This design comes from an exercise in tuning for small area, a short achievable clock period and few clock cycles on the open sky130 flow, not from production work. The RTL was checked by simulation tests, not by an equivalence proof against the original design. Power figures rest on the tool's default switching activity, not on a simulated workload.

==> flow/design.v <==
module Controller_module (
    input working_clock,
    input reset_machine,
    input controller_change_mode,
    input key_valid,
    input [3:0]key_code,
    output key_ack,
    output reg out_valid,
    output reg out_device,
    output reg [7:0]out_char,
    output editing,
    output halted
    );
    localparam [3:0] S_PAS = 4'b1000, S_CEO = 4'b1001, S_OUP = 4'b1010, S_INP = 4'b1011,
                     S_ADD = 4'b1100, S_SUB = 4'b1101, S_ZER = 4'b1110,
                     S_MOL = 4'b0100, S_MOR = 4'b0101, S_LOL = 4'b0010, S_LOR = 4'b0011,
                     S_END = 4'b0000;
    localparam [2:0] M_EDIT = 3'd0, M_RUN = 3'd1, M_HALT = 3'd2,
                     M_FSCAN = 3'd3, M_BSCAN = 3'd4, M_LOAD0 = 3'd5, M_LOAD1 = 3'd6;
    localparam [2:0] O_ID = 3'd0, O_INC = 3'd1, O_DEC = 3'd2, O_ZER = 3'd3, O_KEY = 3'd4;
    localparam [1:0] K_NOP = 2'd0, K_OPS = 2'd1, K_END = 2'd3;
    reg [2:0] mode;
    wire run = (mode == M_RUN);
    reg [3:0] bank0 [0:31];
    reg [3:0] bank1 [0:31];
    reg [3:0] bank2 [0:31];
    reg [3:0] bank3 [0:31];   
    reg [6:0] cursor;
    reg [6:0] hw;             
    reg [3:0] kreg;           
    reg kv;
    reg [3:0] ksym;
    always @(*) begin
        case (kreg)
        4'h0: ksym = S_ZER;
        4'h1: ksym = S_INP;
        4'h2: ksym = S_OUP;
        4'h3: ksym = S_PAS;
        4'h4: ksym = S_MOL;
        4'h5: ksym = S_SUB;
        4'h6: ksym = S_LOL;
        4'h7: ksym = S_MOR;
        4'h8: ksym = S_ADD;
        4'h9: ksym = S_LOR;
        4'ha: ksym = S_CEO;
        default: ksym = S_END;
        endcase
    end
    wire we = kv && kreg <= 4'hb && cursor != 7'd127;
    always @(posedge working_clock) begin
        if (we && cursor[1:0] == 2'd0) bank0[cursor[6:2]] <= ksym;
        if (we && cursor[1:0] == 2'd1) bank1[cursor[6:2]] <= ksym;
        if (we && cursor[1:0] == 2'd2) bank2[cursor[6:2]] <= ksym;
        if (we && cursor[1:0] == 2'd3) bank3[cursor[6:2]] <= ksym;
    end
    reg [4:0] ri;
    wire [6:0] rp = {ri, 2'b00};
    wire [3:0] gr0 = (rp < hw) ? bank0[ri] : S_END;
    wire [3:0] gr1 = (rp + 7'd1 < hw) ? bank1[ri] : S_END;
    wire [3:0] gr2 = (rp + 7'd2 < hw) ? bank2[ri] : S_END;
    wire [3:0] gr3 = (rp + 7'd3 < hw) ? bank3[ri] : S_END;
    wire [15:0] grp = {gr3, gr2, gr1, gr0};
    reg [31:0] q;
    reg [4:0] g;
    reg [1:0] o;
    wire [6:0] pc = {g, o};
    reg [3:0] w0, w1, w2, w3, w4;    
    always @(*) begin
        case (o)
        2'd0: {w4, w3, w2, w1, w0} = q[19:0];
        2'd1: {w4, w3, w2, w1, w0} = q[23:4];
        2'd2: {w4, w3, w2, w1, w0} = q[27:8];
        default: {w4, w3, w2, w1, w0} = {S_END, q[27:12]};   
        endcase
    end
    function is_op(input [3:0] s);
        is_op = s[3];
    endfunction
    function is_mv(input [3:0] s);
        is_mv = !s[3] && s[2];
    endfunction
    function is_lor(input [3:0] s);
        is_lor = !s[3] && !s[2] && s[1] && s[0];
    endfunction
    function is_lol(input [3:0] s);
        is_lol = !s[3] && !s[2] && s[1] && !s[0];
    endfunction
    function [2:0] op_of(input [3:0] s);
        case (s[2:0])
        3'b100: op_of = O_INC;
        3'b101: op_of = O_DEC;
        3'b110, 3'b111: op_of = O_ZER;
        3'b011: op_of = O_KEY;
        default: op_of = O_ID;
        endcase
    endfunction
    wire [4:0] op = {is_op(w4), is_op(w3), is_op(w2), is_op(w1), is_op(w0)};
    wire [4:0] mv = {is_mv(w4), is_mv(w3), is_mv(w2), is_mv(w1), is_mv(w0)};
    wire [4:0] dr = {w4[0], w3[0], w2[0], w1[0], w0[0]};
    wire [4:0] lr = {is_lor(w4), is_lor(w3), is_lor(w2), is_lor(w1), is_lor(w0)};
    wire [4:0] ll = {is_lol(w4), is_lol(w3), is_lol(w2), is_lol(w1), is_lol(w0)};
    wire [4:0] ki = {w4[2:0] == 3'b011, w3[2:0] == 3'b011, w2[2:0] == 3'b011, w1[2:0] == 3'b011, w0[2:0] == 3'b011};
    wire [4:0] ko = {w4[2:0] == 3'b010, w3[2:0] == 3'b010, w2[2:0] == 3'b010, w1[2:0] == 3'b010, w0[2:0] == 3'b010};
    function okp(input integer i, input integer j);
        okp = !(ki[i] && ki[j]) && !(ko[i] && ko[j]);
    endfunction
    wire a2 = op[0] && op[1] && okp(0, 1);
    wire ca0 = !op[0], ca1 = op[0] && !a2, ca2 = a2;
    wire m1_0 = mv[0], m2_0 = mv[0] && mv[1] && dr[0] == dr[1];
    wire m1_1 = mv[1], m2_1 = mv[1] && mv[2] && dr[1] == dr[2];
    wire m1_2 = mv[2], m2_2 = mv[2] && mv[3] && dr[2] == dr[3];
    wire [4:0] kk;
    assign kk[0] = ca0 && !m1_0;
    assign kk[1] = (ca0 && m1_0 && !m2_0) || (ca1 && !m1_1);
    assign kk[2] = (ca0 && m2_0) || (ca1 && m1_1 && !m2_1) || (ca2 && !m1_2);
    assign kk[3] = (ca1 && m2_1) || (ca2 && m1_2 && !m2_2);
    assign kk[4] = ca2 && m2_2;
    wire [4:0] oka;
    genvar gj;
    generate for (gj = 1; gj < 5; gj = gj + 1) begin : g_oka
        assign oka[gj] = ca0 || (okp(0, gj) && (!ca2 || okp(1, gj)));
    end endgenerate
    assign oka[0] = 1'b0;
    wire [4:0] b1k, b2k;        
    generate for (gj = 0; gj < 5; gj = gj + 1) begin : g_b
        assign b1k[gj] = kk[gj] && op[gj] && oka[gj];
        if (gj < 4) begin : g_b2
            assign b2k[gj] = b1k[gj] && op[gj + 1] && oka[gj + 1] && okp(gj, gj + 1);
        end else begin : g_b2n
            assign b2k[gj] = 1'b0;
        end
    end endgenerate
    wire [4:0] e;
    assign e[0] = kk[0];
    assign e[1] = (kk[1] && !b1k[1]);
    assign e[2] = (kk[2] && !b1k[2]) || (b1k[1] && !b2k[1]);
    assign e[3] = (kk[3] && !b1k[3]) || (b1k[2] && !b2k[2]) || b2k[1];
    assign e[4] = (kk[4] && !b1k[4]) || (b1k[3] && !b2k[3]) || b2k[2];
    wire e5 = (b1k[4] && !b2k[4]) || b2k[3];     
    wire has_r = |(e & lr);
    wire has_l = |(e & ll);
    wire has_br = has_r || has_l;
    wire [5:0] lenh = {(e[4] && has_br) || e5, (e[3] && has_br) || (e[4] && !has_br),
                       (e[2] && has_br) || (e[3] && !has_br), (e[1] && has_br) || (e[2] && !has_br),
                       (e[0] && has_br) || (e[1] && !has_br), e[0] && !has_br};
    wire [3:0] a1 = op[0] ? w0 : S_PAS;
    wire [3:0] a2s = a2 ? w1 : S_PAS;
    wire [2:0] f_mv = ca0 ? {m2_0, dr[0], m1_0} : ca1 ? {m2_1, dr[1], m1_1} : {m2_2, dr[2], m1_2};
    wire [3:0] b1 = b1k[1] ? w1 : b1k[2] ? w2 : b1k[3] ? w3 : b1k[4] ? w4 : S_PAS;
    wire [3:0] b2 = b2k[1] ? w2 : b2k[2] ? w3 : b2k[3] ? w4 : S_PAS;
    wire f_end = lenh[0];
    wire [1:0] f_kind = f_end ? K_END : K_OPS;
    wire [2:0] os1 = {1'b0, o} + 3'd1, os2 = {1'b0, o} + 3'd2, os3 = {1'b0, o} + 3'd3,
               os4 = {1'b0, o} + 3'd4, os5 = {1'b0, o} + 3'd5;
    wire [2:0] osum = ({3{lenh[1]}} & os1) | ({3{lenh[2]}} & os2) | ({3{lenh[3]}} & os3) |
                      ({3{lenh[4]}} & os4) | ({3{lenh[5]}} & os5) | ({3{f_end}} & {1'b0, o});
    wire sh = osum[2];
    wire [4:0] g1 = g + 5'd1, g2 = g + 5'd2, g3 = g + 5'd3;
    wire [38:0] qs_seq = sh ? {g1, osum[1:0], grp, q[31:16]} : {g, osum[1:0], q};
    wire [4:0] ri_seq = sh ? g3 : g2;
    wire [38:0] qs_cur = {g, o, q};
    function [4:0] comp2(input [3:0] x1, input [3:0] x2);    
        reg [1:0] s1;
        reg [2:0] d1;
        begin
            case (x1[2:0])
            3'b100: begin s1 = 2'd0; d1 = 3'd1; end
            3'b101: begin s1 = 2'd0; d1 = 3'b111; end
            3'b110, 3'b111: begin s1 = 2'd1; d1 = 3'd0; end
            3'b011: begin s1 = 2'd2; d1 = 3'd0; end
            default: begin s1 = 2'd0; d1 = 3'd0; end
            endcase
            case (x2[2:0])
            3'b100: comp2 = {s1, d1 + 3'd1};
            3'b101: comp2 = {s1, d1 - 3'd1};
            3'b110, 3'b111: comp2 = {2'd1, 3'd0};
            3'b011: comp2 = {2'd2, 3'd0};
            default: comp2 = {s1, d1};
            endcase
        end
    endfunction
    wire [4:0] f_a5 = comp2(a1, a2s);
    wire [4:0] f_b5 = comp2(b1, b2);
    wire [5:0] f_a = {f_a5[4:3], {f_a5[2], f_a5[2:0]}};
    wire [5:0] f_b = {f_b5[4:3], {f_b5[2], f_b5[2:0]}};
    wire [4:0] sinc, sdec, srst, skey;
    generate for (gj = 0; gj < 5; gj = gj + 1) begin : g_sf
        wire [3:0] sy = (gj == 0) ? w0 : (gj == 1) ? w1 : (gj == 2) ? w2 : (gj == 3) ? w3 : w4;
        assign sinc[gj] = sy[3] && sy[2:0] == 3'b100;
        assign sdec[gj] = sy[3] && sy[2:0] == 3'b101;
        assign srst[gj] = sy[3] && (sy[2:1] == 2'b11 || sy[2:0] == 3'b011);
        assign skey[gj] = sy[3] && sy[2:0] == 3'b011;
    end endgenerate
    function [9:0] pre(input integer n);
        integer i;
        reg [4:0] live;
        reg after;
        reg [1:0] sr;
        reg [2:0] ci, cd;
        begin
            after = 1'b1;
            sr = 2'd0;
            for (i = 4; i >= 0; i = i - 1) begin
                live[i] = (i < n) && after;
                if (i < n && srst[i] && after) sr = skey[i] ? 2'd2 : 2'd1;
                if (i < n && srst[i]) after = 1'b0;
            end
            ci = {2'b0, sinc[0] & live[0]} + {2'b0, sinc[1] & live[1]} + {2'b0, sinc[2] & live[2]} +
                 {2'b0, sinc[3] & live[3]} + {2'b0, sinc[4] & live[4]};
            cd = {2'b0, sdec[0] & live[0]} + {2'b0, sdec[1] & live[1]} + {2'b0, sdec[2] & live[2]} +
                 {2'b0, sdec[3] & live[3]} + {2'b0, sdec[4] & live[4]};
            pre = {sr, {1'b0, ci} - {1'b0, cd}, {1'b0, cd} - {1'b0, ci}};
        end
    endfunction
    wire [9:0] pc1_ = pre(1), pc2_ = pre(2), pc3_ = pre(3), pc4_ = pre(4), pc5_ = pre(5);
    wire [9:0] f_cx = ({10{e[1]}} & pc1_) | ({10{e[2]}} & pc2_) | ({10{e[3]}} & pc3_) |
                      ({10{e[4]}} & pc4_) | ({10{e5}} & pc5_);
    wire [5:0] f_c = f_cx[9:4];
    wire [3:0] f_cn = f_cx[3:0];
    function [7:0] neg(input [3:0] dl);
        neg = 8'd0 - {{4{dl[3]}}, dl};
    endfunction
    wire f_inp = a1 == S_INP || a2s == S_INP || b1 == S_INP || b2 == S_INP;
    wire [3:0] f_out = {b2 == S_OUP, b1 == S_OUP, a2s == S_OUP, a1 == S_OUP};
    wire f_sw_all = (a1 == S_CEO) ^ (a2s == S_CEO) ^ (b1 == S_CEO) ^ (b2 == S_CEO);
    wire f_sw_out = (a1 == S_CEO && (f_out[1] || f_out[2] || f_out[3])) ^
                    (a2s == S_CEO && (f_out[2] || f_out[3])) ^ (b1 == S_CEO && f_out[3]);
    reg [1:0] u_kind;
    reg [5:0] u_a, u_b, u_c;
    reg [7:0] u_bneg, u_cneg;
    reg [2:0] u_mv;
    reg [3:0] u_out;
    reg u_swa, u_swo, u_inp, u_br, u_lol, u_pred, u_pex;
    reg [38:0] ft;            
    reg [38:0] s0, s1;        
    reg [4:0] ft_ri, s0_ri, s1_ri;    
    reg [7:0] rem0, rem1;     
    reg [6:0] sp;             
    reg [6:0] d;              
    reg [6:0] cnt;            
    reg [15:0] pr [0:31];     
    reg [5:0] ptr;
    wire h = ptr[0];
    reg dev;
    wire [7:0] cur = h ? pr[0][15:8] : pr[0][7:0];
    wire active = run && u_kind == K_OPS;
    wire stall = active && u_inp && !key_valid;
    wire go = active && !stall;
    wire [7:0] key8 = {4'd0, key_code};
    function [7:0] apply(input [5:0] c, input [7:0] x);
        apply = ((c[5:4] == 2'd0) ? x : (c[5:4] == 2'd2) ? key8 : 8'd0) + {{4{c[3]}}, c[3:0]};
    endfunction
    reg at0, at1, at62, at63;           
    function [9:0] msel(input [2:0] mv, input hh, input a0, input a1, input a62, input a63);
        reg mr, ml, rr2, rr1, ll2, ll1, mvd;
        begin
            mr = mv[0] && mv[1];
            ml = mv[0] && !mv[1];
            rr2 = mr && mv[2] && !a62 && !a63;
            rr1 = mr && !a63 && !rr2;
            ll2 = ml && mv[2] && !a0 && !a1;
            ll1 = ml && !a0 && !ll2;
            mvd = rr2 || rr1 || ll2 || ll1;
            msel = {rr2, rr1, ll1, ll2,
                    ll2 && !hh, (ll2 && hh) || (ll1 && !hh), (!mvd && !hh) || (ll1 && hh),
                    (!mvd && hh) || (rr1 && !hh), (rr1 && hh) || (rr2 && !hh), rr2 && hh};
        end
    endfunction
    reg [9:0] u_sel;
    wire r2 = u_sel[9], r1 = u_sel[8], l1 = u_sel[7], l2 = u_sel[6];
    wire tm2 = u_sel[5], tm1 = u_sel[4], t0 = u_sel[3], t1 = u_sel[2], t2 = u_sel[1], t3 = u_sel[0];
    wire moved = !(t0 && !h) && !(t1 && h);
    wire [7:0] nb = ({8{tm2}} & pr[31][7:0]) | ({8{tm1}} & pr[31][15:8]) |
                    ({8{t0}} & pr[0][7:0]) | ({8{t1}} & pr[0][15:8]) |
                    ({8{t2}} & pr[1][7:0]) | ({8{t3}} & pr[1][15:8]);
    wire nbeq = (tm2 && pr[31][7:0] == u_bneg) || (tm1 && pr[31][15:8] == u_bneg) ||
                (t0 && pr[0][7:0] == u_bneg) || (t1 && pr[0][15:8] == u_bneg) ||
                (t2 && pr[1][7:0] == u_bneg) || (t3 && pr[1][15:8] == u_bneg);
    wire [7:0] v0 = apply(u_a, cur);
    wire [7:0] vb = apply(u_b, nb);
    wire [7:0] vc = apply(u_c, cur);
    wire [7:0] v1 = moved ? vb : vc;
    wire zb = (u_b[5:4] == 2'd0) ? nbeq : (u_b[5:4] == 2'd2) ? (key8 == u_bneg) : (u_bneg == 8'd0);
    wire zc = (u_c[5:4] == 2'd0) ? (cur == u_cneg) : (u_c[5:4] == 2'd2) ? (key8 == u_cneg) : (u_cneg == 8'd0);
    wire z1 = moved ? zb : zc;
    wire e_lol = active && u_lol;    
    wire e_push = go && u_lol && !z1;
    wire e_skip = go && u_lol && z1;
    wire e_miss = go && u_br && u_pred && z1;        
    wire e_taken = go && u_br && u_pred && !z1;
    wire e_xok = go && u_br && u_pex && z1;          
    wire e_xmiss = go && u_br && u_pex && !z1;       
    wire e_pop_u = go && u_br && !u_pred && !u_pex && z1;
    wire e_back = go && u_br && !u_pred && !u_pex && !z1;
    wire e_end = run && u_kind == K_END;
    wire e_ubr = active && u_br && !u_pred && !u_pex;
    wire e_tbr = active && u_br && u_pred;
    wire e_xbr = active && u_br && u_pex;
    wire top1 = e_lol ? (d == 7'd0) : e_xbr ? (d == 7'd2) : (d == 7'd1);
    wire top2 = e_lol ? (d == 7'd1) : e_xbr ? (d == 7'd3) : (d == 7'd2);
    wire has_top = !e_ubr && (top1 || top2);
    wire [7:0] rem_top = top1 ? rem0 : rem1;
    wire last = !e_lol && (e_tbr ? (rem_top == 8'd2) : (rem_top == 8'd1));
    wire f_pt = has_r && has_top && !last;
    wire f_pex = has_r && has_top && last;
    wire [38:0] cur_top = (d == 7'd1) ? s0 : s1;
    wire [4:0] cur_top_ri = (d == 7'd1) ? s0_ri : s1_ri;
    wire [38:0] top_eff = e_lol ? qs_cur : top1 ? s0 : s1;
    wire [4:0] top_ri = e_lol ? g2 : top1 ? s0_ri : s1_ri;
    wire [6:0] pc_m2 = pc - 7'd2;
    wire [6:0] sp_p1 = sp + 7'd1, sp_m1 = sp - 7'd1;
    reg [3:0] sw;             
    always @(*) begin
        case (sp[1:0])
        2'd0: sw = gr0;
        2'd1: sw = gr1;
        2'd2: sw = gr2;
        default: sw = gr3;
        endcase
    end
    assign key_ack = key_valid && (mode == M_EDIT || (active && u_inp));
    assign editing = (mode == M_EDIT) && !kv;
    reg halted_r;
    assign halted = halted_r;
    wire end_next = run && !(e_end || e_skip || e_back || e_miss || e_xmiss) && !stall &&
                    f_kind == K_END && !(go && u_out != 4'd0);
    always @(posedge working_clock) begin
        if (!stall) begin
            u_a <= f_a; u_b <= f_b; u_c <= f_c; u_mv <= f_mv;
            u_bneg <= neg(f_b[3:0]); u_cneg <= {{4{f_cn[3]}}, f_cn};
            u_sel <= go ? msel(f_mv, ptr_n[0], ptr_n == 6'd0, ptr_n == 6'd1, ptr_n == 6'd62, ptr_n == 6'd63)
                        : msel(f_mv, h, at0, at1, at62, at63);
            u_out <= f_out; u_swa <= f_sw_all; u_swo <= f_sw_out;
            u_inp <= f_inp; u_br <= has_r; u_lol <= has_l;
            u_pred <= f_pt && mode == M_RUN;
            u_pex <= f_pex && mode == M_RUN;
            ft <= qs_seq;
            ft_ri <= ri_seq;
        end
    end
    always @(posedge working_clock) begin
        if (reset_machine) begin
            mode <= M_EDIT;
            cursor <= 7'd0;
            hw <= 7'd0;
            kv <= 1'b0;
            ptr <= 6'd0;
            {at0, at1, at62, at63} <= 4'b1000;
            dev <= 1'b0;
            out_valid <= 1'b0;
            halted_r <= 1'b0;
            d <= 7'd0;
            u_kind <= K_NOP;
            ri <= 5'd0;
        end else begin
            out_valid <= go && u_out != 4'd0;
            if (e_end || end_next) halted_r <= 1'b1;
            kv <= key_valid && mode == M_EDIT;
            kreg <= key_code;
            if (kv) begin
                if (kreg <= 4'ha) begin
                    if (cursor != 7'd127) cursor <= cursor + 7'd1;
                    if (cursor == hw && cursor != 7'd127) hw <= hw + 7'd1;
                end else if (kreg == 4'hb) begin
                    if (cursor != 7'd0) cursor <= cursor - 7'd1;
                end
            end
            if (go) begin
                ptr <= ptr_n;
                {at0, at1, at62, at63} <= {ptr_n == 6'd0, ptr_n == 6'd1, ptr_n == 6'd62, ptr_n == 6'd63};
                dev <= dev ^ u_swa;
            end
            if (e_push) begin
                d <= d + 7'd1;
                if (d == 7'd0) begin s0 <= qs_cur; s0_ri <= g2; rem0 <= v1; end
                if (d == 7'd1) begin s1 <= qs_cur; s1_ri <= g2; rem1 <= v1; end
            end
            if (e_taken || e_xmiss) begin
                if (d == 7'd1) rem0 <= rem0 - 8'd1;
                if (d == 7'd2) rem1 <= rem1 - 8'd1;
            end
            if (e_miss || e_xok || e_pop_u) d <= d - 7'd1;
            case (mode)
            M_EDIT: begin
                ri <= {4'd0, ~ri[0]};
                if (ri[0]) q[31:16] <= grp; else q[15:0] <= grp;
                g <= 5'd0;
                o <= 2'd0;
                if (controller_change_mode) begin
                    mode <= M_RUN;
                    ri <= 5'd2;
                end
            end
            M_RUN: begin
                if (e_end) mode <= M_HALT;
                else if (e_skip) begin
                    mode <= M_FSCAN;
                    cnt <= 7'd0;
                    sp <= pc;
                    ri <= pc[6:2];
                    u_kind <= K_NOP;
                end else if (e_back) begin
                    mode <= M_BSCAN;
                    cnt <= 7'd0;
                    sp <= pc - 7'd2;
                    ri <= pc_m2[6:2];
                    u_kind <= K_NOP;
                end else if (e_miss) begin
                    {g, o, q} <= ft;
                    ri <= ft_ri;
                    u_kind <= K_NOP;
                end else if (e_xmiss) begin
                    {g, o, q} <= cur_top;
                    ri <= cur_top_ri;
                    u_kind <= K_NOP;
                end else if (!stall) begin
                    u_kind <= f_kind;
                    if (f_pt) begin
                        {g, o, q} <= top_eff;
                        ri <= top_ri;
                    end else begin
                        {g, o, q} <= qs_seq;
                        ri <= ri_seq;
                    end
                end
            end
            M_FSCAN: begin
                sp <= sp + 7'd1;
                ri <= sp_p1[6:2];
                if (is_lol(sw)) cnt <= cnt + 7'd1;
                if (is_lor(sw)) begin
                    cnt <= cnt - 7'd1;
                    if (cnt == 7'd0) mode <= M_LOAD0;
                end
            end
            M_BSCAN: begin
                sp <= sp - 7'd1;
                ri <= sp_m1[6:2];
                if (is_lor(sw)) cnt <= cnt + 7'd1;
                if (is_lol(sw)) begin
                    cnt <= cnt - 7'd1;
                    if (cnt == 7'd0) begin
                        mode <= M_LOAD0;
                        sp <= sp + 7'd1;
                        ri <= sp_p1[6:2];
                    end
                end
            end
            M_LOAD0: begin
                q[15:0] <= grp;
                ri <= ri + 5'd1;
                mode <= M_LOAD1;
            end
            M_LOAD1: begin
                q[31:16] <= grp;
                g <= sp[6:2];
                o <= sp[1:0];
                ri <= ri + 5'd1;
                mode <= M_RUN;
            end
            default: ;
            endcase
        end
        if (go && u_out != 4'd0) begin
            out_char <= u_out[0] ? cur : u_out[1] ? v0 : u_out[2] ? (moved ? nb : v0) : v1;
            out_device <= dev ^ u_swo;
        end
    end
    wire [5:0] ptr_n = r2 ? ptr + 6'd2 : r1 ? ptr + 6'd1 : l1 ? ptr - 6'd1 : l2 ? ptr - 6'd2 : ptr;
    wire wr = !reset_machine && go;
    wire rot_r = wr && (t2 || t3);
    wire rot_l = wr && (tm2 || tm1);
    wire keep = !reset_machine && !rot_r && !rot_l;
    wire [7:0] vcur = moved ? v0 : v1;
    wire [15:0] x31 = {(go && tm1) ? v1 : pr[31][15:8],
                       (go && tm2) ? v1 : pr[31][7:0]};
    wire [15:0] x0 = {!go ? pr[0][15:8] : h ? vcur : t1 ? v1 : pr[0][15:8],
                      !go ? pr[0][7:0] : !h ? vcur : t0 ? v1 : pr[0][7:0]};
    wire [15:0] x1 = {(go && t3) ? v1 : pr[1][15:8],
                      (go && t2) ? v1 : pr[1][7:0]};
    integer i;
    always @(posedge working_clock) begin
        for (i = 3; i < 30; i = i + 1)
            pr[i] <= ({16{rot_r}} & pr[i + 1]) | ({16{rot_l}} & pr[i - 1]) | ({16{keep}} & pr[i]);
        pr[30] <= ({16{rot_r}} & x31) | ({16{rot_l}} & pr[29]) | ({16{keep}} & pr[30]);
        pr[31] <= ({16{rot_r}} & x0) | ({16{rot_l}} & pr[30]) | ({16{keep}} & x31);
        pr[0] <= ({16{rot_r}} & x1) | ({16{rot_l}} & x31) | ({16{keep}} & x0);
        pr[1] <= ({16{rot_r}} & pr[2]) | ({16{rot_l}} & x0) | ({16{keep}} & x1);
        pr[2] <= ({16{rot_r}} & pr[3]) | ({16{rot_l}} & x1) | ({16{keep}} & pr[2]);
    end
endmodule
==> flow/run.sh <==
#!/bin/bash
# synth_recipe.tcl (not shown) runs the flow's synth.tcl, then flattens the netlist and writes it again
# the make line also repeats each setting of config.mk as NAME=value (left out here)
make -C /OpenROAD-flow-scripts/flow DESIGN_CONFIG=/design/flow/config.mk WORK_HOME=/design/flow/orfs CLKGATE_MAP_FILE= SYNTH_SCRIPT=/design/flow/synth_recipe.tcl finish
==> flow/config.mk <==
export PLATFORM = sky130hd
export DESIGN_NAME = Controller_module
export DESIGN_NICKNAME = Controller_module
export VERILOG_FILES = /design/flow/design.v
export SDC_FILE = /design/flow/constraint.sdc
export NUM_CORES = 4
export LEC_CHECK = 0
export ABC_AREA = 1
export ABC_CLOCK_PERIOD_IN_PS = 3000
export CAP_MARGIN = 20
export CORE_MARGIN = 2
export CORE_UTILIZATION = 40
export SETUP_SLACK_MARGIN = 1.0
export SLEW_MARGIN = 20
==> flow/constraint.sdc <==
create_clock -name core_clock -period 6.0 [get_ports {working_clock}]
set_input_delay 1.2000 -clock core_clock [delete_from_list [all_inputs] [get_ports {working_clock}]]
set_output_delay 1.2000 -clock core_clock [all_outputs]
set_load 0.01 [all_outputs]
==> results of run 1 <==
==> worst paths after layout <==
kind / start / end / slack [ps]
hold reg to reg: pr[29][5]$_DFF_P_ / pr[29][5]$_DFF_P_ / 470
setup / recovery: o[0]$_DFFE_PP_ / u_cneg[2]$_DFFE_PN_ / 1230
setup reg to reg: o[0]$_DFFE_PP_ / u_cneg[2]$_DFFE_PN_ / 1230
hold / removal: pr[29][5]$_DFF_P_ / pr[29][5]$_DFF_P_ / 470
==> cell usage after synthesis (all sizes together), types with 28 or more instances <==
master  count  area, µm²
a211oi     28        210
inv       714       2680
clkbuf    346       1300
dfxtp     566      11300
o22ai      58        369
buf        56        318
a21oi     305       1530
edfxtp    766      23000
xor2       47        412
ha         93       1160
xnor2      29        254
nor2      493       1950
a221oi     35        307
nor3       56        285
nand2    1378       5220
o21ai     616       3120
o211ai    173       1310
a22oi     270       2030
nand3     170        871
nand4      28        175
o221ai    288       2520
==> registers in the layout, summed over array words and instances, names as in the netlist, 6 cells and up, named ones only <==
signal / count
out_char: 8
d: 7
pr: 512
bank2: 128
ft: 39
sp: 7
hw: 7
rem1: 8
bank0: 128
u_c: 6
q: 32
ptr: 6
u_sel: 10
rem0: 8
s0: 38
cursor: 7
cnt: 7
bank3: 128
s1: 39
bank1: 128
==> worst register-to-register path, cell delays in order (launching register included) <==
cell and delay (ps):
edfxtp_1 440, inv_2 160, ha_4 220, buf_4 200
a21oi_1 120, nand2_1 90, nand2_1 150, inv_2 180
nand2_1 160, nor2_1 240, inv_1 120, nor2_1 180
nand2_1 120, nor2_1 150, fa_1 430, inv_1 80
fa_1 430, inv_1 80, ha_1 130, inv_1 60
fa_1 440, xnor2_1 170, o221ai_1 120
==> logic make-up after synthesis <==
group                    synth area share, %
AND/OR/NAND/NOR                         14.1
AO/OA/AOI/OAI                           20.1
flip-flops                              55.2
buffers and inverters                   6.93
adder cells (fa/ha/maj)                 2.61
XOR/XNOR                                1.07
other                                0.00603
multiplexers                          0.0161
==> repair_timing <==
| action | CTS | global route |
|---|---|---|
| cloned | 0 | 1 |
| resized for setup | 12 | 39 |
| setup endpoints to repair | 107 | 113 |
| setup buffers | 5 | 16 |
| pin swaps | 0 | 9 |
==> per-layer routing <==
metal,global-route usage [%],part of all wire (%),wire length (µm),vias to the layer above
met5,0,0,0,-
met4,7.39,3.1,5400,0
met3,3.11,6.5,11500,343
met2,33.5,45,79900,1779
met1,31.3,45,79800,24229
li1,-,-,-,23536
==> metrics by stage <==
stage	cells	hold WS (ps)	util (%)	power, mW	instance area [µm²]
floorplan	6714	439	-	21.1	62200
global route	8763	500	45.1	36.5	69600
finish	8764	469	45.1	34.6	69600
CTS	8746	472	44.9	34.0	69300
global placement	8480	455	41.8	24.9	64500
detailed placement	8480	464	41.8	25.1	64500
==> cells in the final DEF, fill, tap and decap left out, types with 52 or more instances in the layout <==
cell type,n
o21ai_0,561
o211ai_1,171
ha_1,89
a22oi_1,270
nand2_1,1361
o221ai_1,287
nor2_1,466
clkbuf_16,148
edfxtp_1,766
nor3_1,52
nand3_1,165
a21oi_1,299
o22ai_1,56
buf_4,103
inv_1,680
dfxtp_1,558
==> power by group <==
part           leakage [nW]  total (mW)  internal, mW  switching (mW)
logic                  10.7        14.2          4.57            9.63
clock network          2.26        8.78          5.02            3.76
registers              11.8        11.6          10.9           0.678
total                  24.8        34.6          20.5            14.1
==> final cells by class <==
type	instances	area, µm²	area share, %
flip-flops and latches	1332	34400	49.4
multi-input cells	4262	23800	34.2
clock buffers	197	3960	5.69
inverters	718	2750	3.96
well taps	2044	2560	3.68
repair buffers	146	1420	2.04
clock inverters	64	717	1.03
diodes	1	2.50	0.00360
==> run summary, run 1 <==
• 0 — Setup-failing EPs final
• 11.9% — relative area change from synthesis to final layout
• 9.27 µm² — Avg Synthesized Cell Area
• 0 — Remaining DRCs
• 4 — level count of the clock H-tree
• 20 — PortBufs
• 47121 — number of global-route vias before repair
• inv_2 > ha_4 > buf_4 > a21oi_1 > nand2_1 > nand2_1 > inv_2 > nand2_1 > nor2_1 > inv_1 > nor2_1 > nand2_1 > nor2_1 > fa_1 > inv_1 > fa_1 > inv_1 > ha_1 > inv_1 > fa_1 > xnor2_1 > o221ai_1 — ordered list of cells on the worst path
• yes — clock tree from TritonCTS
• 0.159 mm² — Die ar.
• 0 — Routed Antenna Nets
• 44.9 ps — post-route clock skew
• 40.3% — initial core utilization
• 177 mm — Total Routed Length
• clkbuf_16 — Root Buffer Master
• 1230 ps — setup ws final
• 1332 — flops & latches, synth
• 0.0622 mm² — post-synthesis cell area
• 0.928 — routability congestion estimate from global placement
• edfxtp_1 — slowest library cell on the worst path
• yes — setup repair after global routing missed its margin
• 5250 ps — arrival time at the worst endpoint
• finished clean — result of the run
• 440 ps — delay of the slowest cell on the worst path
• 6480 ps — data required time at the worst endpoint
• 0 — max-cap violation count
• register — type of origin of the critical path
• 12 — Max Fanout on Critical Path
• 24.8 nW — LEAKAGE
• 276 mm — wire length of the first global-routing pass
• edfxtp_1 — Synth Flop Type
• 49887 — total via count in the routed design
• 2 — cell depth of the worst min-delay path
• 60 ps — Clock transition at path regs
• 6729 — Nets
• 6.92% — fraction of layout cells with a size suffix above 1
• register — kind of end point of the critical path
• 8 — number of detailed-routing iterations run before antenna repair
• 780 ps — clock latency on the worst-skew pair
• adder cells — CP delay by family, top
• 144 — count of standard-cell rows
• 145 — total clock buffers created by CTS
• 2 — Yosys Warn Count
• 766 — EDFF count, synth
• 0 — Slew Viols, Final
• 1 — antenna violations before repair
• 0 — GRT Residual Overflow
• 1.07 mV — largest voltage drop on the vdd net
• reg2reg — hold crit path type
• 24.3% — worst relative slew slack
• 55.2% — proportion of synthesized chip area in sequential cells
• 22 — Worst R2R Path Depth
• 497 mW/mm² — power per cell area
• 569 ps — DP Worst Slack
• 1332 — # clock sinks
• 7 — combined buffer and inverter count along the critical path
• 210 MHz — maximum operating frequency
• 398 µm — chip width
• 21 — I/O pin count
• 112 mm — post-detailed-placement half-perimeter wirelength
• 0% — Async SR Flop Fraction
• 5116 — iteration-0 DRC count of the detailed router
• 20.1 µm — DR WL/cell
• 211 — pin count of the biggest net entering global routing
• 4770 ps — crit path time final
• 0 — cts hold-fix bufs
• 21.7% — overall routing resource usage
• reg2reg — type of the setup path with the least slack
• 79.5% — share of the clock period used by the worst path
• 398 µm — Die H
• 73 — library cells used by synthesis
• 3 — Max Root-Sink Buffers
• 0 ps — Sum Neg Setup Slack
• 0 — Fin. Hold Viols
• 14820 — Fillers
• 5.69 — vias per cell
• 0.154 mm² — area of the placeable core
• 1120 ps — actual transition at the worst max-transition pin
• 22 — Worst path depth
• 6711 — gate count of the mapped netlist
Testbench counts, summed over its fixed seeds: cycles 24,921.
==> inputs of run 2 (changes only) <==
--- a/flow/config.mk
+++ b/flow/config.mk
@@ -11,4 +11,6 @@
 export CORE_MARGIN = 2
 export CORE_UTILIZATION = 40
-export SETUP_SLACK_MARGIN = 1.0
+export CTS_BUF_LIST = sky130_fd_sc_hd__clkbuf_8
+export CTS_CLUSTER_SIZE = 20
+export SETUP_SLACK_MARGIN = 1.3
 export SLEW_MARGIN = 20
==> run 2 against run 1 <==
Compared with the run above:
- synthesized cell count unchanged
- area after synthesis did not move
- clock power down 8.3%
- setup slack better by 190 ps
- register-to-register slack better by 190 ps
- via count is 1.8% higher
- global-route usage rose by 0.18 points
- cell area is 1.8% higher
- total power is 7.9% higher
- sequential power about the same
- first-iteration DRC count grew 1.4%
- hold slack got worse by 19 ps
==> run summary, run 2 <==
• 73 — library cells used by synthesis
• 8480 — Cell Count Post-Placement
• 216 — total clock buffers created by CTS
• 1332 — flops & latches, synth
• 0 — cts hold-fix bufs
• 47937 — number of global-route vias before repair
• 4580 ps — crit path time final
• 25.7 nW — LEAKAGE
• 21.6% — proportion of power drawn by the clock network
• nand2_1 — most common cell after layout, fill and taps aside
• 3 — Max Root-Sink Buffers
• 20 — PortBufs
• 10 — Max Fanout on Critical Path
• reg2reg — hold crit path type
• nand2_4 — cell mode on critical path
• 31.1% — sequential share of power
• 0 — Fin. Hold Viols
• 0.928 — routability congestion estimate from global placement
• 50801 — total via count in the routed design
• 76.4% — share of the clock period used by the worst path
• 0 — Setup-failing EPs final
• 37.3 mW — power after layout
• 0.0645 mm² — Placement Cell Area
• 0 — max-cap violation count
• 60 ps — Clock transition at path regs
• 6711 — gate count of the mapped netlist
• 6640 ps — data required time at the worst endpoint
• edfxtp_1 37%, dfxtp_1 18%, nand2_1 8.3% — top area cells in the synthesized netlist
• 450 ps — Hold Worst Slack
• 37.0% — fraction of synthesized cell area taken by the top area cell type
• 8975 — count of non-filler cells in the finished layout
• edfxtp_1 — Synth Flop Type
• 2 — Yosys Warn Count
• 11.0% — fraction of layout cells with a size suffix above 1
• 15.6 mW — switching power
• edfxtp_1 — area leader, netlist
• register — kind of end point of the critical path
• 0.725 mV — largest voltage drop on the vdd net
• 0 ps — Sum Neg Setup Slack
• 218 MHz — maximum operating frequency
• 2 — antenna violations before repair
• 527 mW/mm² — power per cell area
• 55.2% — proportion of synthesized chip area in sequential cells
• yes — setup repair after global routing missed its margin
• 470 ps — delay of the slowest cell on the worst path
• 40.3% — initial core utilization
• 0% — Async SR Flop Fraction
• finished clean — result of the run
• 144 — count of standard-cell rows
• register — type of origin of the critical path
• clkbuf_8 — Root Buffer Master
• 5190 — iteration-0 DRC count of the detailed router
• 0.0244 mm² — combined area of the multi-input logic cells
• pr — Biggest register
• 41.8% — switching fraction of total power
• 0.0622 mm² — post-synthesis cell area
• 1367 x nand2_1, 766 x edfxtp_1, 689 x inv_1, 566 x dfxtp_1, 563 x o21ai_0 — most instantiated cells after synthesis
• 0 — Remaining DRCs
• 398 µm — Die H
• 278 mm — wire length of the first global-routing pass
• 1090 ps — actual transition at the worst max-transition pin
• 47.3% — proportion of power drawn by combinational gates
• edfxtp_1 — slowest library cell on the worst path
• 9.27 µm² — Avg Synthesized Cell Area
• 1420 ps — setup ws final
• 766 — EDFF count, synth
• 5220 ps — arrival time at the worst endpoint
• 21 — I/O pin count
• 26.7% — worst relative slew slack
• 181 mm — Total Routed Length
• 1310 x nand2_1, 766 x edfxtp_1, 738 x inv_1 — most used cells in the layout excluding fill and tap cells
• 398 µm — chip width
• 14854 — Fillers
• 13.8% — relative area change from synthesis to final layout
• 0.159 mm² — Die ar.
• 211 — pin count of the biggest net entering global routing
• 1332 — # clock sinks
• 20.1 µm — DR WL/cell
• 0 — Routed Antenna Nets
• 5.66 — vias per cell
• 79.7 ps — post-route clock skew
• 569 ps — DP Worst Slack
• nand2_1 — top-count cell post-synth
• 0.0708 mm² — summed area of non-filler cells in the final layout
• 0.154 mm² — area of the placeable core
• 6880 — Nets
• 21.9% — overall routing resource usage
• 6 — number of detailed-routing iterations run before antenna repair
• 950 ps — clock latency on the worst-skew pair
• 4 — level count of the clock H-tree
• 112 mm — post-detailed-placement half-perimeter wirelength
• 0 — GRT Residual Overflow
• reg2reg — type of the setup path with the least slack
• 0 — Slew Viols, Final
• 21.7 mW — internal power component
• 45.9% — Finished Core Util
• yes — clock tree from TritonCTS
• 512 — flip-flop count of the largest register, all copies and words added
• 0.0344 mm² — Reg area
==> run 2: final timing paths <==
| check | start | depth (start not counted) | slack [ps] | to |
|---|---|---|---|---|
| min reg2reg | pr[19][6]$_DFF_P_ | 2 | 450 | pr[18][6]$_DFF_P_ |
| min | pr[19][6]$_DFF_P_ | 2 | 450 | pr[18][6]$_DFF_P_ |
| max reg2reg | o[1]$_DFFE_PP_ | 33 | 1420 | q[0]$_DFFE_PP_ |
| max | o[1]$_DFFE_PP_ | 33 | 1420 | q[0]$_DFFE_PP_ |
==> run 2: timing repair <==
item / CTS / global route
gates cloned: 2 / 8
gates resized for setup: 58 / 197
buffers inserted: 30 / 62
endpoints found under the setup margin: 145 / 235
pin swaps: 9 / 77
==> run 2: area by class of cell <==
cell class	instances	share of cell area (%)
tap	2044	3.61
sequential	1332	48.5
timing repair buffer	225	3.15
multi-input combinational	4262	34.5
timing repair inverter	1	0.0159
inverter	718	3.95
antenna	1	0.00353
clock inverter	140	1.38
clock buffer	252	4.90
==> run 2: routing by layer <==
layer  part of all wire [%]  track usage [%]
met1                     45             31.1
met2                     45             33.9
met3                    6.8             3.48
met4                    3.1             7.70
met5                      0                0
==> run 2: kinds of logic (layout without fill, tap and decap cells) <==
family	after synthesis	count (layout)	synth area share, %
adder cells (fa/ha/maj)	116	116	2.61
AND/OR/NAND/NOR	2166	2166	14.1
XOR/XNOR	76	76	1.07
other	1	5	0.00603
buffers and inverters	1120	1336	6.93
AO/OA/AOI/OAI	1899	1899	20.1
flip-flops	1332	1332	55.2
multiplexers	1	1	0.0161
==> run 2: power by group through the flow <==
| stage | sequential (mW) | combinational [mW] | clock [mW] |
|---|---|---|---|
| floorplan | 11.4 | 9.66 | 0 |
| global placement | 11.7 | 13.1 | 0 |
| detailed placement | 11.8 | 13.3 | 0 |
| CTS | 11.6 | 14.2 | 8.22 |
| global route | 11.6 | 19.0 | 8.63 |
| finish | 11.6 | 17.6 | 8.05 |
==> run 2: worst max-delay path: cells and delay by family (launching register included) <==
kind,cells,cell delay [ps]
simple gates,24,2580
buf+inv,5,620
flops,1,470
compound gates,3,360
fa+ha+maj,1,220
==> inputs of run 3 (changes only) <==
--- a/flow/config.mk
+++ b/flow/config.mk
@@ -13,4 +13,4 @@
 export CTS_BUF_LIST = sky130_fd_sc_hd__clkbuf_8
 export CTS_CLUSTER_SIZE = 20
-export SETUP_SLACK_MARGIN = 1.3
+export SETUP_SLACK_MARGIN = 1.6
 export SLEW_MARGIN = 20
==> run 3 against run 2 <==
Compared with the run above:
- first-iteration DRC count rose by 1.5%
- count of clock-buffer cells in the layout fell by 1
- largest power group unchanged
- still clean on timing, DRC and antenna
- clock power shrank 1%
==> run summary, run 3 <==
• edfxtp_1 — area leader, netlist
• 0 — Setup-failing EPs final
• 2 — cell depth of the worst min-delay path
• 49.1% — proportion of power drawn by combinational gates
• 22.4% — overall routing resource usage
• fa_1 — slowest library cell on the worst path
• nand2_1 — most common cell after layout, fill and taps aside
• 30.2% — sequential share of power
• reg2reg — type of the setup path with the least slack
• finished clean — result of the run
• 0% — Async SR Flop Fraction
• 183 mm — Total Routed Length
• 55.2% — proportion of synthesized chip area in sequential cells
• 12.4% — fraction of layout cells with a size suffix above 1
• 48589 — number of global-route vias before repair
• 2 — Yosys Warn Count
• 20.7% — proportion of power drawn by the clock network
• 5180 ps — arrival time at the worst endpoint
• 0 — GRT Residual Overflow
• 0.754 mV — largest voltage drop on the vdd net
• 1332 — flops & latches, synth
• 187 — pin count of the biggest net entering global routing
• 1160 ps — actual transition at the worst max-transition pin
• register — type of origin of the critical path
• o[0]$_DFFE_PP_ — worst flop-to-flop path startpoint
• yes — clock tree from TritonCTS
• 0 — Slew Viols, Final
• 37.0% — fraction of synthesized cell area taken by the top area cell type
• 21 — I/O pin count
• 950 ps — clock latency on the worst-skew pair
• 7 — Max Fanout on Critical Path
• 14.8% — relative area change from synthesis to final layout
• 0.154 mm² — area of the placeable core
• 0 — cts hold-fix bufs
• 398 µm — Die H
• edfxtp_1 — Synth Flop Type
• 0.0622 mm² — post-synthesis cell area
• 144 — count of standard-cell rows
• 40.3% — initial core utilization
• 6903 — Nets
• 1470 ps — worst setup slack for register-to-register paths
• 0.936 — routability congestion estimate from global placement
• 500 ps — delay of the slowest cell on the worst path
• 113 mm — post-detailed-placement half-perimeter wirelength
• 0 — Fin. Hold Viols
• 6 — number of detailed-routing iterations run before antenna repair
• pr[15][5]$_DFF_P_ — Hold Path End
• nand2_1 — top-count cell post-synth
• 22.4 mW — internal power component
• 6650 ps — data required time at the worst endpoint
• 26.0 nW — LEAKAGE
• 51080 — total via count in the routed design
• 2 — antenna violations before repair
• 4 — level count of the clock H-tree
• reg2reg — hold crit path type
• 38.5 mW — power after layout
• 398 µm — chip width
• 220 — total clock buffers created by CTS
• 1276 x nand2_1, 766 x edfxtp_1, 739 x inv_1 — most used cells in the layout excluding fill and tap cells
• 5267 — iteration-0 DRC count of the detailed router
• 75.5% — share of the clock period used by the worst path
• 221 MHz — maximum operating frequency
• 0.0248 mm² — combined area of the multi-input logic cells
• 539 mW/mm² — power per cell area
• pr — Biggest register
• edfxtp_1 37%, dfxtp_1 18%, nand2_1 8.3% — top area cells in the synthesized netlist
• 0 ps — Sum Neg Setup Slack
• 1367 x nand2_1, 766 x edfxtp_1, 689 x inv_1, 566 x dfxtp_1, 563 x o21ai_0 — most instantiated cells after synthesis
• 0.159 mm² — Die ar.
• 41.8% — switching fraction of total power
• 73 — library cells used by synthesis
• pr[16][5]$_DFF_P_ — startpoint of the worst hold path
• 0 — Routed Antenna Nets
• 60 ps — Clock transition at path regs
• 283 mm — wire length of the first global-routing pass
• 77.9 ps — post-route clock skew
• 766 — EDFF count, synth
• 0 — Remaining DRCs
• 6711 — gate count of the mapped netlist
• 4530 ps — crit path time final
• 16.1 mW — switching power
• register — kind of end point of the critical path
• 5.67 — vias per cell
• u_bneg[2]$_DFFE_PN_ — endpoint of the lowest-slack register-to-register path
• 22.6% — worst relative slew slack
• 3 — Max Root-Sink Buffers
• 20.3 µm — DR WL/cell
• 20 — PortBufs
• yes — setup repair after global routing missed its margin
• 512 — flip-flop count of the largest register, all copies and words added
• 9.27 µm² — Avg Synthesized Cell Area
• clkbuf_8 — Root Buffer Master
• 0 — max-cap violation count
• 30 — Worst R2R Path Depth
• 0.0344 mm² — Reg area
• 14745 — Fillers
• 1332 — # clock sinks
==> run 3: power groups by stage <==
| stage | logic, mW | clock network [mW] | registers [mW] |
|---|---|---|---|
| finish | 18.9 | 7.97 | 11.6 |
| floorplan | 9.67 | 0 | 11.4 |
| global placement | 13.2 | 0 | 11.8 |
| global route | 20.4 | 8.56 | 11.7 |
| CTS | 16.6 | 8.14 | 11.6 |
| detailed placement | 13.4 | 0 | 11.8 |
==> run 3: cell type report <==
cell class | instances | area share, %
sequential | 1332 | 48.1
multi-input combinational | 4263 | 34.7
clock buffer | 251 | 4.84
inverter | 718 | 3.93
tap | 2044 | 3.58
timing repair buffer | 243 | 3.41
clock inverter | 156 | 1.38
timing repair inverter | 1 | 0.0123
antenna | 2 | 0.00701
==> run 3: layer usage <==
metal	vias to the layer above	track usage (%)	wire length [µm]
met4	0	7.30	5060
met5	-	0	0
li1	23994	-	-
met3	336	3.35	12100
met1	24862	31.3	81000
met2	1888	35.5	84700
==> run 3: what timing repair did <==
item	CTS	global route
endpoints found under the setup margin	159	559
resized for setup	202	188
buffers inserted	76	32
pin swaps	72	87
gates cloned	6	6
==> run 3: worst max-delay path: cells and delay by family (launching register included) <==
family / cells / cell delay [ps]
XOR/XNOR: 1 / 120
adder cells (fa/ha/maj): 3 / 870
flip-flops: 1 / 480
buffers and inverters: 9 / 880
AND/OR/NAND/NOR: 13 / 1330
AO/OA/AOI/OAI: 4 / 540
==> run 3: worst max path at each step <==
stage | startpoint | end | slack [ps] | depth (start not counted)
floorplan | o[1]$_DFFE_PP_ | q[0]$_DFFE_PP_ | 1610 | 26
global placement | o[0]$_DFFE_PP_ | q[16]$_DFFE_PP_ | 750 | 29
detailed placement | o[0]$_DFFE_PP_ | q[4]$_DFFE_PP_ | 610 | 33
CTS | o[1]$_DFFE_PP_ | q[9]$_DFFE_PP_ | 1560 | 31
global route | o[0]$_DFFE_PP_ | q[16]$_DFFE_PP_ | 1210 | 34
finish | o[0]$_DFFE_PP_ | u_bneg[2]$_DFFE_PN_ | 1470 | 30
==> run 3: cell families after synthesis <==
| family | synth area share, % |
|---|---|
| and+or+nand+nor | 14.1 |
| AOI/OAI and AO/OA | 20.1 |
| DFF | 55.2 |
| buffers and inverters | 6.93 |
| adders and majority gates | 2.61 |
| xor gates and xnor gates | 1.07 |
| other | 0.00603 |
| muxes | 0.0161 |
==> run 3: per-stage QoR <==
stage	instance area (µm²)	std cells	setup slack (ps)	hold WS (ps)	utilization, %
final	71400	9010	1470	453	46.3
after floorplan	62200	6714	1610	439	-
after CTS	70300	8970	1560	449	45.6
after detailed placement	64500	8481	611	462	41.8
after global placement	64500	8481	748	455	41.8
after global routing	71400	9010	1210	483	46.3
==> inputs of run 4 (changes only) <==
--- a/flow/config.mk
+++ b/flow/config.mk
@@ -13,4 +13,4 @@
 export CTS_BUF_LIST = sky130_fd_sc_hd__clkbuf_8
 export CTS_CLUSTER_SIZE = 20
-export SETUP_SLACK_MARGIN = 1.6
+export SETUP_SLACK_MARGIN = 1.8
 export SLEW_MARGIN = 20
==> run 4 against run 3 <==
Compared with the run above:
- setup slack worse by 15 ps
- highest routed layer unchanged
- hold slack about the same
- still clean on timing, DRC and antenna
- cell area increased by 1.6%
- combinational power grew 12%
- first-iteration DRC count decreased by 1.6%
- flip-flop and latch count stayed put
- area after synthesis stayed put
- fmax down 0.34%
- final cell count grew 0.61%
- clock skew is 35 ps higher
- routed wire length rose by 1.6%
==> run summary, run 4 <==
• finished clean — result of the run
• 1.06 mV — largest voltage drop on the vdd net
• 1450 ps — setup ws final
• register — type of origin of the critical path
• 218 — total clock buffers created by CTS
• register — kind of end point of the critical path
• 0% — Async SR Flop Fraction
• 51695 — total via count in the routed design
• 285 mm — wire length of the first global-routing pass
• 0 — Setup-failing EPs final
• 14570 — Fillers
• yes — setup repair after global routing missed its margin
• edfxtp_1 — slowest library cell on the worst path
• 0.0252 mm² — combined area of the multi-input logic cells
• 20 — PortBufs
• 3 — Max Root-Sink Buffers
• 26.4 nW — LEAKAGE
• u_bneg[2]$_DFFE_PN_ — Critical Path End
• 6977 — Nets
• 1332 — flops & latches, synth
• edfxtp_1 37%, dfxtp_1 18%, nand2_1 8.3% — top area cells in the synthesized netlist
• u_bneg[2]$_DFFE_PN_ — endpoint of the lowest-slack register-to-register path
• 5200 ps — arrival time at the worst endpoint
• 0 — max-cap violation count
• 27 — Worst R2R Path Depth
• edfxtp_1 — area leader, netlist
• edfxtp_1 — Synth Flop Type
• 398 µm — Die H
• 558 mW/mm² — power per cell area
• 0.0344 mm² — Reg area
• 0 — GRT Residual Overflow
• 452 ps — Hold Worst Slack
• 70 ps — Clock transition at path regs
• 4 — level count of the clock H-tree
• 73 — library cells used by synthesis
• 5.70 — vias per cell
• 0.898 — routability congestion estimate from global placement
• 0 — Slew Viols, Final
• 144 — count of standard-cell rows
• 20.5 µm — DR WL/cell
• 398 µm — chip width
• 22.5% — overall routing resource usage
• 6711 — gate count of the mapped netlist
• 9.27 µm² — Avg Synthesized Cell Area
• 1367 x nand2_1, 766 x edfxtp_1, 689 x inv_1, 566 x dfxtp_1, 563 x o21ai_0 — most instantiated cells after synthesis
• 5185 — iteration-0 DRC count of the detailed router
• 113 mm — post-detailed-placement half-perimeter wirelength
• 49141 — number of global-route vias before repair
• 0 — cts hold-fix bufs
• 766 — EDFF count, synth
• 0.159 mm² — Die ar.
• 14.0% — fraction of layout cells with a size suffix above 1
• 0.0622 mm² — post-synthesis cell area
• 113 ps — post-route clock skew
• 21 — I/O pin count
• yes — clock tree from TritonCTS
• 37.0% — fraction of synthesized cell area taken by the top area cell type
• 990 ps — clock latency on the worst-skew pair
• 0 — Routed Antenna Nets
• 1262 x nand2_1, 766 x edfxtp_1, 721 x inv_1 — most used cells in the layout excluding fill and tap cells
• 1332 — # clock sinks
• 0 — Remaining DRCs
• 2 — Yosys Warn Count
• reg2reg — hold crit path type
• 186 mm — Total Routed Length
• 27.7% — worst relative slew slack
• 0 ps — Sum Neg Setup Slack
• 470 ps — delay of the slowest cell on the worst path
• clkbuf_8 — Root Buffer Master
• 16.7% — relative area change from synthesis to final layout
• 4550 ps — crit path time final
• 512 — flip-flop count of the largest register, all copies and words added
• nand2_1 — most common cell after layout, fill and taps aside
• 75.8% — share of the clock period used by the worst path
• pr — Biggest register
• 1080 ps — actual transition at the worst max-transition pin
• o[1]$_DFFE_PP_ — origin of the worst setup path
• 220 MHz — maximum operating frequency
• o[1]$_DFFE_PP_ — worst flop-to-flop path startpoint
• 0.154 mm² — area of the placeable core
• 193 — pin count of the biggest net entering global routing
• 1 — antenna violations before repair
• 492 ps — DP Worst Slack
• 6 — Max Fanout on Critical Path
• nand2_1 — top-count cell post-synth
• 8 — number of detailed-routing iterations run before antenna repair
• 40.3% — initial core utilization
• 6660 ps — data required time at the worst endpoint
• reg2reg — type of the setup path with the least slack
• 1450 ps — worst setup slack for register-to-register paths
• 0 — Fin. Hold Viols
• 55.2% — proportion of synthesized chip area in sequential cells
[run 4: cell types whose count changed in the layout (fill, tap and decap cells not counted), sizes merged, moves of 2 or more]
cell	change
clkdlybuf4s50	-2
clkbuf	-12
clkinvlp	+4
buf	+77
clkinv	-3
inv	-10
[run 4: layer usage]
metal	wire length, µm	vias up	global-route usage [%]
met5	0	-	0
met1	81100	25220	31.3
met3	12900	391	3.59
met4	5880	0	7.65
li1	-	24095	-
met2	86000	1989	35.6
[run 4: stage by stage]
step / instance area, µm² / power, mW / cells / utilization [%]
floorplan: 62200 / 21.1 / 6714 / -
global placement: 64500 / 24.9 / 8477 / 41.8
detailed placement: 64500 / 25.0 / 8477 / 41.8
CTS: 71400 / 39.0 / 9006 / 46.3
global route: 72600 / 42.6 / 9065 / 47.0
finish: 72600 / 40.5 / 9065 / 47.0
[run 4: cell type report]
type / count / share of cell area [%]
repair buffers: 320 / 4.58
inverters: 718 / 3.96
flip-flops and latches: 1332 / 47.4
repair inverters: 1 / 0.0155
clock buffers: 239 / 4.53
well taps: 2044 / 3.52
multi-input cells: 4262 / 34.7
diodes: 1 / 0.00345
clock inverters: 148 / 1.33
[run 4: where the power goes]
group | switching, mW | internal [mW] | total [mW]
Clock | 3.80 | 3.96 | 7.76
Sequential | 0.759 | 10.9 | 11.7
Combinational | 12.3 | 8.78 | 21.1
[run 4: cell families after synthesis]
kind of cell / synth area share [%]
mux: 0.0161
xor+xnor: 1.07
buf+inv: 6.93
compound gates: 20.1
other cells: 0.00603
simple gates: 14.1
flops: 55.2
fa+ha+maj: 2.61
[run 4: what timing repair did]
| item | CTS | global route |
|---|---|---|
| gates resized for setup | 364 | 182 |
| gates cloned | 10 | 5 |
| setup endpoints to repair | 280 | 660 |
| pin swaps | 120 | 84 |
| setup buffers | 132 | 53 |
[run 4: worst min path at each step]
stage                             from                  to  slack (ps)  cells past startpoint
floorplan            d[6]$_SDFFE_PP0P_   d[6]$_SDFFE_PP0P_         440                      2
global route         pr[29][5]$_DFF_P_   pr[29][5]$_DFF_P_         490                      2
finish               pr[30][1]$_DFF_P_   pr[29][1]$_DFF_P_         450                      2
detailed placement  pr[30][11]$_DFF_P_  pr[29][11]$_DFF_P_         460                      2
global placement     pr[30][9]$_DFF_P_   pr[29][9]$_DFF_P_         450                      2
CTS                  pr[30][2]$_DFF_P_   pr[29][2]$_DFF_P_         450                      2
[run 4: critical path: cells and delay by family, from the launching register on]
family,cells,cell delay (ps)
adders and majority gates,2,380
buffers and inverters,10,1260
DFF,1,470
and+or+nand+nor,12,1410
xor gates and xnor gates,1,120
AOI/OAI and AO/OA,2,570
==> inputs of run 5 (changes only) <==
--- a/flow/design.v
+++ b/flow/design.v
@@ -64,13 +64,10 @@
     reg [4:0] g;
     reg [1:0] o;
+    reg [3:0] oh;             
     wire [6:0] pc = {g, o};
     reg [3:0] w0, w1, w2, w3, w4;    
     always @(*) begin
-        case (o)
-        2'd0: {w4, w3, w2, w1, w0} = q[19:0];
-        2'd1: {w4, w3, w2, w1, w0} = q[23:4];
-        2'd2: {w4, w3, w2, w1, w0} = q[27:8];
-        default: {w4, w3, w2, w1, w0} = {S_END, q[27:12]};   
-        endcase
+        {w4, w3, w2, w1, w0} = ({20{oh[0]}} & q[19:0]) | ({20{oh[1]}} & q[23:4]) |
+                               ({20{oh[2]}} & q[27:8]) | ({20{oh[3]}} & {S_END, q[27:12]});
     end
     function is_op(input [3:0] s);
@@ -151,9 +148,18 @@
     wire f_end = lenh[0];
     wire [1:0] f_kind = f_end ? K_END : K_OPS;
-    wire [2:0] os1 = {1'b0, o} + 3'd1, os2 = {1'b0, o} + 3'd2, os3 = {1'b0, o} + 3'd3,
-               os4 = {1'b0, o} + 3'd4, os5 = {1'b0, o} + 3'd5;
-    wire [2:0] osum = ({3{lenh[1]}} & os1) | ({3{lenh[2]}} & os2) | ({3{lenh[3]}} & os3) |
-                      ({3{lenh[4]}} & os4) | ({3{lenh[5]}} & os5) | ({3{f_end}} & {1'b0, o});
-    wire sh = osum[2];
+    reg [3:0] nxh;
+    reg sh;
+    integer ok_, ol_;
+    always @(*) begin
+        nxh = 4'd0;
+        sh = 1'b0;
+        for (ok_ = 0; ok_ < 4; ok_ = ok_ + 1)
+            for (ol_ = 0; ol_ < 6; ol_ = ol_ + 1)
+                if (ok_ + ol_ <= 7) begin
+                    nxh[(ok_ + ol_) % 4] = nxh[(ok_ + ol_) % 4] | (oh[ok_] & lenh[ol_]);
+                    if (ok_ + ol_ >= 4) sh = sh | (oh[ok_] & lenh[ol_]);
+                end
+    end
+    wire [2:0] osum = {sh, nxh[3] | nxh[2], nxh[3] | nxh[1]};
     wire [4:0] g1 = g + 5'd1, g2 = g + 5'd2, g3 = g + 5'd3;
     wire [38:0] qs_seq = sh ? {g1, osum[1:0], grp, q[31:16]} : {g, osum[1:0], q};
@@ -387,4 +393,5 @@
                 g <= 5'd0;
                 o <= 2'd0;
+                oh <= 4'b0001;
                 if (controller_change_mode) begin
                     mode <= M_RUN;
@@ -408,8 +415,10 @@
                 end else if (e_miss) begin
                     {g, o, q} <= ft;
+                    oh <= 4'b0001 << ft[33:32];
                     ri <= ft_ri;
                     u_kind <= K_NOP;
                 end else if (e_xmiss) begin
                     {g, o, q} <= cur_top;
+                    oh <= 4'b0001 << cur_top[33:32];
                     ri <= cur_top_ri;
                     u_kind <= K_NOP;
@@ -418,7 +427,9 @@
                     if (f_pt) begin
                         {g, o, q} <= top_eff;
+                        oh <= 4'b0001 << top_eff[33:32];
                         ri <= top_ri;
                     end else begin
                         {g, o, q} <= qs_seq;
+                        oh <= nxh;
                         ri <= ri_seq;
                     end
@@ -456,4 +467,5 @@
                 g <= sp[6:2];
                 o <= sp[1:0];
+                oh <= 4'b0001 << sp[1:0];
                 ri <= ri + 5'd1;
                 mode <= M_RUN;
--- a/flow/config.mk
+++ b/flow/config.mk
@@ -13,4 +13,4 @@
 export CTS_BUF_LIST = sky130_fd_sc_hd__clkbuf_8
 export CTS_CLUSTER_SIZE = 20
-export SETUP_SLACK_MARGIN = 1.8
+export SETUP_SLACK_MARGIN = 1.0
 export SLEW_MARGIN = 20
==> run 5 against run 4 <==
Compared with the run above:
- still clean on timing, DRC and antenna
- via count fell by 0.32%
- routed wire length down 0.44%
- combinational power fell by 24%
- first-iteration DRC count rose by 2.2%
- utilization down 2.3 points
- area after synthesis rose by 1.3%
- total power is 12% lower
- sequential power hardly changed
- final cell count is 0.11% higher
- non-clock buffer count fell by 167
- critical endpoint is now q[13]$_DFFE_PP_
==> run summary, run 5 <==
• finished clean — result of the run
• 25.4% — worst relative slew slack
• 79.4% — share of the clock period used by the worst path
• 0.161 mm² — Die ar.
• edfxtp_1 — Synth Flop Type
• register — kind of end point of the critical path
• 185 mm — Total Routed Length
• 1336 — # clock sinks
• 0 — GRT Residual Overflow
• 0% — Async SR Flop Fraction
• 6700 ps — data required time at the worst endpoint
• 14.5% — simple-gate area share of the yosys netlist
• 180 — pin count of the biggest net entering global routing
• nand2_1 — most common cell after layout, fill and taps aside
• 6 — number of detailed-routing iterations run before antenna repair
• 5299 — iteration-0 DRC count of the detailed router
• 20 — PortBufs
• 11.1% — relative area change from synthesis to final layout
• 0.0795% — portion of netlist area occupied by mux cells
• 40.3% — initial core utilization
• 770 — EDFF count, synth
• reg2reg — hold crit path type
• nand2_1 — cell mode on critical path
• 15.7 mW — switching power
• 401 µm — chip width
• 1356 x nand2_1, 770 x edfxtp_1, 757 x inv_1 — most used cells in the layout excluding fill and tap cells
• 4 — level count of the clock H-tree
• 2 — Yosys Warn Count
• 472 ps — Hold Worst Slack
• 9.19 µm² — Avg Synthesized Cell Area
• 1361 x nand2_1, 770 x edfxtp_1, 699 x inv_1, 643 x o21ai_0, 566 x dfxtp_1 — most instantiated cells after synthesis
• 35.5 mW — power after layout
• 0 — Routed Antenna Nets
• 3 — Max Root-Sink Buffers
• 5460 ps — arrival time at the worst endpoint
• register — type of origin of the critical path
• 0 — Fin. Hold Viols
• compound AO/OA/AOI/OAI gates — largest family of logic cells by synthesized area
• 20.2% — share of the synthesized area in compound gates (AO/OA/AOI/OAI)
• 210 MHz — maximum operating frequency
• edfxtp_1 37%, dfxtp_1 18%, nand2_1 8.1% — top area cells in the synthesized netlist
• 33.1% — sequential share of power
• 0.0700 mm² — summed area of non-filler cells in the final layout
• 1.06% — post-synthesis share of cell area spent on xor and xnor gates
• 512 — flip-flop count of the largest register, all copies and words added
• 287 mm — wire length of the first global-routing pass
• 54.7% — proportion of synthesized chip area in sequential cells
• edfxtp_1 — slowest library cell on the worst path
• yes — clock tree from TritonCTS
• 74 — library cells used by synthesis
• 507 mW/mm² — power per cell area
• 629 ps — DP Worst Slack
• 25.3 nW — LEAKAGE
• 1240 ps — setup ws final
• 83.5 ps — post-route clock skew
• 21 — I/O pin count
• 36.7% — fraction of synthesized cell area taken by the top area cell type
• 390 ps — delay of the slowest cell on the worst path
• 0.952 — routability congestion estimate from global placement
• 8635 — Cell Count Post-Placement
• 44.1% — switching fraction of total power
• 44.7% — Finished Core Util
• edfxtp_1 — area leader, netlist
• 0 ps — Sum Neg Setup Slack
• 0 — cts hold-fix bufs
• 0 — Setup-failing EPs final
• 49681 — number of global-route vias before repair
• 51529 — total via count in the routed design
• reg2reg — type of the setup path with the least slack
• 3 — antenna violations before repair
• clkbuf_8 — Root Buffer Master
• 22.2% — overall routing resource usage
• 0.0630 mm² — post-synthesis cell area
• 1240 ps — worst setup slack for register-to-register paths
• pr — Biggest register
• 14 — Max Fanout on Critical Path
• 0.582 mV — largest voltage drop on the vdd net
• 9075 — count of non-filler cells in the finished layout
• 19.8 mW — internal power component
• 45.0% — proportion of power drawn by combinational gates
• 401 µm — Die H
• 145 — count of standard-cell rows
• no — setup repair after global routing missed its margin
• nand2_1 — top-count cell post-synth
• 60 ps — Clock transition at path regs
• 6947 — Nets
• 5.68 — vias per cell
• 2.48% — adder-cell area share of the yosys netlist
• 1120 ps — actual transition at the worst max-transition pin
• 0 — Slew Viols, Final
• 116 mm — post-detailed-placement half-perimeter wirelength
• 20.4 µm — DR WL/cell
• 8.43% — fraction of layout cells with a size suffix above 1
• 0.156 mm² — area of the placeable core
• 0 — Remaining DRCs
• 0 — max-cap violation count
• 1336 — flops & latches, synth
• 950 ps — clock latency on the worst-skew pair
• 4760 ps — crit path time final
• 6856 — gate count of the mapped netlist
• 0.0652 mm² — Placement Cell Area
• 22.0% — proportion of power drawn by the clock network
• 216 — total clock buffers created by CTS
[run 5: changes by cell type after synthesis, sizes merged, moves of 12 or more]
| cell | delta |
|---|---|
| o211ai | -76 |
| nand3 | +31 |
| o311ai | +14 |
| a21oi | +29 |
| or2 | +12 |
| nor2 | +27 |
| clkinv | +12 |
| o21ai | +82 |
[run 5: power by group through the flow]
| stage | combinational, mW | clock (mW) | sequential [mW] |
|---|---|---|---|
| CTS | 14.9 | 7.99 | 11.7 |
| global route | 17.5 | 8.40 | 11.8 |
| global placement | 14.5 | 0 | 12.0 |
| floorplan | 10.6 | 0 | 11.5 |
| finish | 16.0 | 7.80 | 11.7 |
| detailed placement | 14.6 | 0 | 12.0 |
[run 5: path summary, 6_finish.rpt]
kind / start / endpoint / cells after the start
setup reg to reg: oh[0]$_DFFE_PP_ / q[13]$_DFFE_PP_ / 32
hold reg to reg: dev$_SDFFE_PP0P_ / dev$_SDFFE_PP0P_ / 2
hold / removal: dev$_SDFFE_PP0P_ / dev$_SDFFE_PP0P_ / 2
setup / recovery: oh[0]$_DFFE_PP_ / q[13]$_DFFE_PP_ / 32
[run 5: logic make-up after synthesis]
group	Yosys count
compound gates	1969
xor+xnor	76
fa+ha+maj	111
buf+inv	1140
flops	1336
mux	5
other cells	1
simple gates	2218
[run 5: layout make-up]
| type | count | area (µm²) |
|---|---|---|
| fillers | 15067 | 86400 |
| diodes | 3 | 7.51 |
| flip-flops and latches | 1336 | 34500 |
| clock buffers | 242 | 3330 |
| repair buffers | 153 | 1390 |
| multi-input cells | 4384 | 24400 |
| well taps | 2058 | 2570 |
| clock inverters | 162 | 952 |
| inverters | 737 | 2820 |
[run 5: timing repair]
action | 4_1_cts | 5_1_grt
endpoints found under the setup margin | 61 | 196
setup buffers | 10 | 21
pin swaps | 0 | 12
cloned | 0 | 1
gates resized for setup | 6 | 47
[run 5: worst max-delay path, delay by kind of cell, from the launching register on]
family                 cells  cell delay, ps
and+or+nand+nor           22            2660
buffers and inverters      5             610
AOI/OAI and AO/OA          5             850
DFF                        1             390
[run 5: routing by layer]
layer / global-route usage, % / routed length, µm
met2: 35.7 / 85400
met1: 29.8 / 79900
met4: 8.30 / 6510
met5: 0 / 0
met3: 3.97 / 13200
Testbench counts of run 5, summed over its fixed seeds: cycles 24,921.

-- re-timing with driven ports --
Ports are ideal in the flow. The routed layouts listed here were re-timed in OpenROAD. Step 1 sets driving cells, clkbuf_16 on the clock port and buf_2 on the other inputs (assumed; they add their load-dependent delay and slew). Step 2 adds t to the input delays and takes it off the output delays; t is the mean of the earliest and latest rising clock arrival at the registers after step 1. Input paths then give back, and output paths get back, about the clock's delay inside the block. Slacks: ideal ports / drivers / drivers and shift; pairs: ideal ports / drivers.
run	shift t [ns]	setup WS [ns]	latest minus earliest clock arrival (ns)	pins driven straight from the clock port
run 1	0.833	1.228 / 1.228 / 0.793	0.046 / 0.045	1
run 2	0.980	1.416 / 1.416 / 0.728	0.087 / 0.087	1
run 3	0.996	1.469 / 1.469 / 0.905	0.082 / 0.082	1
run 4	1.000	1.454 / 1.454 / 1.066	0.117 / 0.117	1
run 5	0.990	1.236 / 1.236 / 0.664	0.085 / 0.084	1
After both steps setup and hold are still met in every run listed. For run 2, which loses most, drivers alone change the setup slack by 0.000 ns; drivers and shift together by -0.688 ns.
